This is an optimization exercise on Yosys and OpenROAD, whose aim is small area and a short achievable clock period, not a production implementation. Only simulation tests tie the RTL to the original design; equivalence was not proved. Power and IR drop assume default switching activity.

==> flow/design.v (excerpt) <==
module Convolution(
    input clk,
    input rst_n,
    input in_valid,
    input weight_valid,
    input [7:0] In_IFM_1,
    input [7:0] In_IFM_2,
    input [7:0] In_IFM_3,
    input [7:0] In_IFM_4,
    input [7:0] In_IFM_5,
    input [7:0] In_IFM_6,
    input [7:0] In_IFM_7,
    input [7:0] In_IFM_8,
    input [7:0] In_IFM_9,
    input [7:0] In_Weight_1,
    input [7:0] In_Weight_2,
    input [7:0] In_Weight_3,
    input [7:0] In_Weight_4,
    input [7:0] In_Weight_5,
    input [7:0] In_Weight_6,
    input [7:0] In_Weight_7,
    input [7:0] In_Weight_8,
    input [7:0] In_Weight_9,
    output reg out_valid,
    output reg [20:0] Out_OFM
);
Size in the first run: about 170 I/O pins.
Settings: LEC_CHECK=0, ABC_AREA=1, CAP_MARGIN=20, CORE_MARGIN=2, CORE_UTILIZATION=60, PLACE_DENSITY=0.7, SETUP_SLACK_MARGIN=3.25, SLEW_MARGIN=20, SYNTH_HIERARCHICAL=1, SYNTH_MINIMUM_KEEP_SIZE=0; clock period 5.5 ns.
standard.sh (not shown) runs the stock make flow with config.mk's settings and CLKGATE_MAP_FILE= SYNTH_SCRIPT=/design/flow/synth_recipe.tcl, a recipe that flattens the netlist after the stock synthesis.
==> flow/flow/run.sh <==
#!/bin/bash
# Standard ORFS layout, with plain buf_1 cells as the port buffers (the resizer
# may upsize them) instead of the delay-buffer cells buffer_ports picks itself,
# and clock tree synthesis without dummy loads, on clkbuf_8 cells in
# smaller sink clusters.
set -euo pipefail
bash standard.sh finish \
  "BUFFER_PORTS_ARGS=-buffer_cell sky130_fd_sc_hd__buf_1" \
  "CTS_ARGS=-sink_clustering_enable -repair_clock_nets -sink_clustering_size 16 -sink_clustering_max_diameter 50 -dont_use_dummy_load -buf_list sky130_fd_sc_hd__clkbuf_8" \
  > orfs_flow.log 2>&1
Edit:
==> flow/flow/run.sh (replaced) <==
#!/bin/bash
# Standard ORFS layout, with plain buf_1 cells as the port buffers (the resizer
# may upsize them) instead of the delay-buffer cells buffer_ports picks itself,
# and clock tree synthesis without dummy loads.
set -euo pipefail
bash standard.sh finish \
  "BUFFER_PORTS_ARGS=-buffer_cell sky130_fd_sc_hd__buf_1" \
  "CTS_ARGS=-sink_clustering_enable -repair_clock_nets -sink_clustering_size 22 -sink_clustering_max_diameter 60 -dont_use_dummy_load" \
  > orfs_flow.log 2>&1
ABC_AREA = default   (was 1)
CORE_UTILIZATION = 70   (was 60)
PLACE_DENSITY = 0.8   (was 0.7)
Result:
- final area stays flat
- cell count decreases by 6.2%
- wire length stays flat
- core utilization is higher by 11 points
- synthesized cell count came out lower by 3.7%
- sequential share of layout area barely changes
- die area fell by 15%
- clock skew came out lower by 0.012 ns
- worst setup slack degrades by 0.012 ns
- total power climbs by 3.2%
Edit:
==> flow/flow/run.sh (replaced) <==
#!/bin/bash
# Standard ORFS layout, with plain buf_1 cells as the port buffers (the resizer
# may upsize them) instead of the delay-buffer cells buffer_ports picks itself,
# and clock tree synthesis without dummy loads, on clkbuf_8 cells in
# smaller sink clusters.
set -euo pipefail
bash standard.sh finish \
  "BUFFER_PORTS_ARGS=-buffer_cell sky130_fd_sc_hd__buf_1" \
  "CTS_ARGS=-sink_clustering_enable -repair_clock_nets -sink_clustering_size 12 -sink_clustering_max_diameter 40 -dont_use_dummy_load -buf_list sky130_fd_sc_hd__clkbuf_8" \
  > orfs_flow.log 2>&1
CORE_UTILIZATION = 60   (was 70)
PLACE_DENSITY = 0.7   (was 0.8)
=> The new run went through all stages and came out clean; clock power increases by about 4%; power decreases by about 0.6%; synthesized area does not change; sequential power barely changes; cell count increases by 4.7%; die area increases by about 16%; global-route usage decreases by 6.3 points; maximum frequency increases by 1.6%; critical path depth decreases by 2; wire length decreases by about 1.8%; via count decreases by about 0.7%.

Convolution again, from the RTL that the note above started with.
==> flow/config.mk <==
export PLATFORM = sky130hd
export DESIGN_NAME = Convolution
export DESIGN_NICKNAME = Convolution
export VERILOG_FILES = /design/flow/design.v
export SDC_FILE = /design/flow/constraint.sdc
export NUM_CORES = 4
export LEC_CHECK = 0
export CAP_MARGIN = 20
export CORE_MARGIN = 2
export CORE_UTILIZATION = 40
export SETUP_SLACK_MARGIN = 3.25
export SLEW_MARGIN = 20
export SYNTH_HIERARCHICAL = 1
export SYNTH_MINIMUM_KEEP_SIZE = 0
==> flow/constraint.sdc <==
create_clock -name core_clock -period 5.5 [get_ports {clk}]
set_input_delay 1.1000 -clock core_clock [delete_from_list [all_inputs] [get_ports {clk}]]
set_output_delay 1.1000 -clock core_clock [all_outputs]
set_load 0.01 [all_outputs]
==> flow/flow/run.sh <==
#!/bin/bash
# Standard ORFS layout, with plain buf_1 cells as the port buffers (the resizer
# may upsize them) instead of the delay-buffer cells buffer_ports picks itself.
set -euo pipefail
bash standard.sh finish "BUFFER_PORTS_ARGS=-buffer_cell sky130_fd_sc_hd__buf_1" > orfs_flow.log 2>&1
The first run finished clean.
Then changed:
Settings changed: SETUP_SLACK_MARGIN 3.25 to 3.45.
The changed run finished with timing, DRC and antenna clean; core utilization came out higher by 1.2 points; cell area is higher by about 2.6%; area after synthesis does not change; clock power hardly moves; power grows by 1.1%; worst hold slack stays flat; non-clock buffer count is higher by 42; clock skew hardly moves.
Then changed:
==> flow/flow/run.sh (replaced) <==
#!/bin/bash
# Standard ORFS layout, with plain buf_1 cells as the port buffers (the resizer
# may upsize them) instead of the delay-buffer cells buffer_ports picks itself,
# and clock tree synthesis without dummy loads, on clkbuf_8 cells in
# smaller sink clusters.
set -euo pipefail
bash standard.sh finish \
  "BUFFER_PORTS_ARGS=-buffer_cell sky130_fd_sc_hd__buf_1" \
  "CTS_ARGS=-sink_clustering_enable -repair_clock_nets -sink_clustering_size 16 -sink_clustering_max_diameter 50 -dont_use_dummy_load -buf_list sky130_fd_sc_hd__clkbuf_8" \
  > orfs_flow.log 2>&1
Settings changed: CORE_UTILIZATION 40 to 60, PLACE_DENSITY from default to 0.7, SETUP_SLACK_MARGIN 3.45 to 3.25.
After rerunning:
- The changed run ran to the end with no violations
- power shrinks by about a fifth
- setup slack got worse by 0.057 ns
- synthesized area is unchanged
- via count came out lower slightly
- die area drops by a quarter to a third
Then changed:
==> flow/flow/run.sh (replaced) <==
#!/bin/bash
# Standard ORFS layout, with plain buf_1 cells as the port buffers (the resizer
# may upsize them) instead of the delay-buffer cells buffer_ports picks itself.
set -euo pipefail
bash standard.sh finish "BUFFER_PORTS_ARGS=-buffer_cell sky130_fd_sc_hd__buf_1" > orfs_flow.log 2>&1
Settings changed: CORE_UTILIZATION 60 to 40, CTS_CLUSTER_DIAMETER from default to 60, CTS_CLUSTER_SIZE from default to 22, PLACE_DENSITY 0.7 to default.
What happened: Via count came out lower by 0.35%. Worst hold slack improves by 0.038 ns. Register-to-register slack degrades by 0.04 ns. Global-route usage came out lower by 8.6 points. Cell area came out higher by 4.8%. Setup slack improves by 0.018 ns.
Then changed:
==> flow/flow/run.sh (replaced) <==
#!/bin/bash
# Standard ORFS layout, with plain buf_1 cells as the port buffers (the resizer
# may upsize them) instead of the delay-buffer cells buffer_ports picks itself,
# and clock tree synthesis without dummy loads, on clkbuf_8 cells in
# smaller sink clusters.
set -euo pipefail
bash standard.sh finish \
  "BUFFER_PORTS_ARGS=-buffer_cell sky130_fd_sc_hd__buf_1" \
  "CTS_ARGS=-sink_clustering_enable -repair_clock_nets -sink_clustering_size 16 -sink_clustering_max_diameter 50 -dont_use_dummy_load -buf_list sky130_fd_sc_hd__clkbuf_8" \
  > orfs_flow.log 2>&1
Settings changed: CORE_UTILIZATION 40 to 55, CTS_CLUSTER_DIAMETER 60 to default, CTS_CLUSTER_SIZE 22 to default, PLACE_DENSITY from default to 0.65.
Utilization rises by 14 points.
Clock skew went up by 0.036 ns.
Count of clock-buffer cells in the layout stays the same.
Die area goes down by a quarter to a third.
Worst setup slack degrades by 0.026 ns.
Power fell by roughly a tenth.
Then changed:
==> flow/flow/run.sh (replaced) <==
#!/bin/bash
# Standard ORFS layout, with plain buf_1 cells as the port buffers (the resizer
# may upsize them) instead of the delay-buffer cells buffer_ports picks itself,
# and clock tree synthesis without dummy loads.
set -euo pipefail
bash standard.sh finish \
  "BUFFER_PORTS_ARGS=-buffer_cell sky130_fd_sc_hd__buf_1" \
  "CTS_ARGS=-sink_clustering_enable -repair_clock_nets -sink_clustering_size 22 -sink_clustering_max_diameter 60 -dont_use_dummy_load" \
  > orfs_flow.log 2>&1
Settings changed: CORE_UTILIZATION 55 to 60, CTS_CLUSTER_DIAMETER from default to 60, CTS_CLUSTER_SIZE from default to 22, PLACE_DENSITY 0.65 to 0.7.
The new run passed the timing, design-rule and antenna checks.
Global-route usage grows by 2.1 points.
Power is higher by 2.6%.
Combinational power fell by about 2%.
Setup slack improved by 0.057 ns.
Count of clock-buffer cells in the layout decreases by 14.
Sequential power is about the same.
Critical path depth came out higher by 2.
Final area is higher by 0.65%.

[what the ideal ports hide]
In the flow no input, the clock included, has a driving cell. The finished layouts below were timed again as built, in two steps. Step 1 (the two cells are an assumption about what drives the block):
set clk [get_ports {clk}]
set_driving_cell -lib_cell sky130_fd_sc_hd__clkbuf_16 $clk
set_driving_cell -lib_cell sky130_fd_sc_hd__buf_2 [delete_from_list [all_inputs] $clk]
Step 2 adds t to the input delays and takes it off the output delays; t is the mean of the earliest and latest rising clock arrival at the registers after step 1. Input paths then give back, and output paths get back, about the clock's delay inside the block. Slacks: ideal / step 1 / step 2; pairs: ideal / step 1.
| run | shift t [ns] | setup slack, ns | worst hold slack (ns) | worst data-port slew with drivers (ns) |
|---|---|---|---|---|
| the first run of note 1 | 0.709 | 3.268 / 3.213 / 3.066 | 0.299 / 0.266 / 0.330 | 0.05 |
| the second run of note 1 | 0.618 | 3.256 / 3.256 / 3.067 | 0.330 / 0.330 / 0.330 | 0.05 |
| the third run of note 1 | 0.687 | 3.291 / 3.236 / 3.001 | 0.309 / 0.283 / 0.309 | 0.04 |
| the first run of note 2 | 0.651 | 3.319 / 3.264 / 2.955 | 0.321 / 0.321 / 0.321 | 0.08 |
| the second run of note 2 | 0.651 | 3.337 / 3.281 / 2.932 | 0.321 / 0.321 / 0.321 | 0.08 |
| the third run of note 2 | 0.718 | 3.280 / 3.226 / 2.993 | 0.289 / 0.256 / 0.328 | 0.04 |
| the fourth run of note 2 | 0.668 | 3.298 / 3.237 / 2.968 | 0.327 / 0.290 / 0.328 | 0.06 |
| the fifth run of note 2 | 0.725 | 3.272 / 3.218 / 2.991 | 0.305 / 0.277 / 0.318 | 0.04 |
| the sixth run of note 2 | 0.636 | 3.329 / 3.292 / 2.997 | 0.319 / 0.319 / 0.319 | 0.04 |
After both steps setup and hold are still met in every run listed. The setup slack of the second run of note 2, which loses most, moves by -0.056 ns with the drivers and by -0.405 ns with both steps.
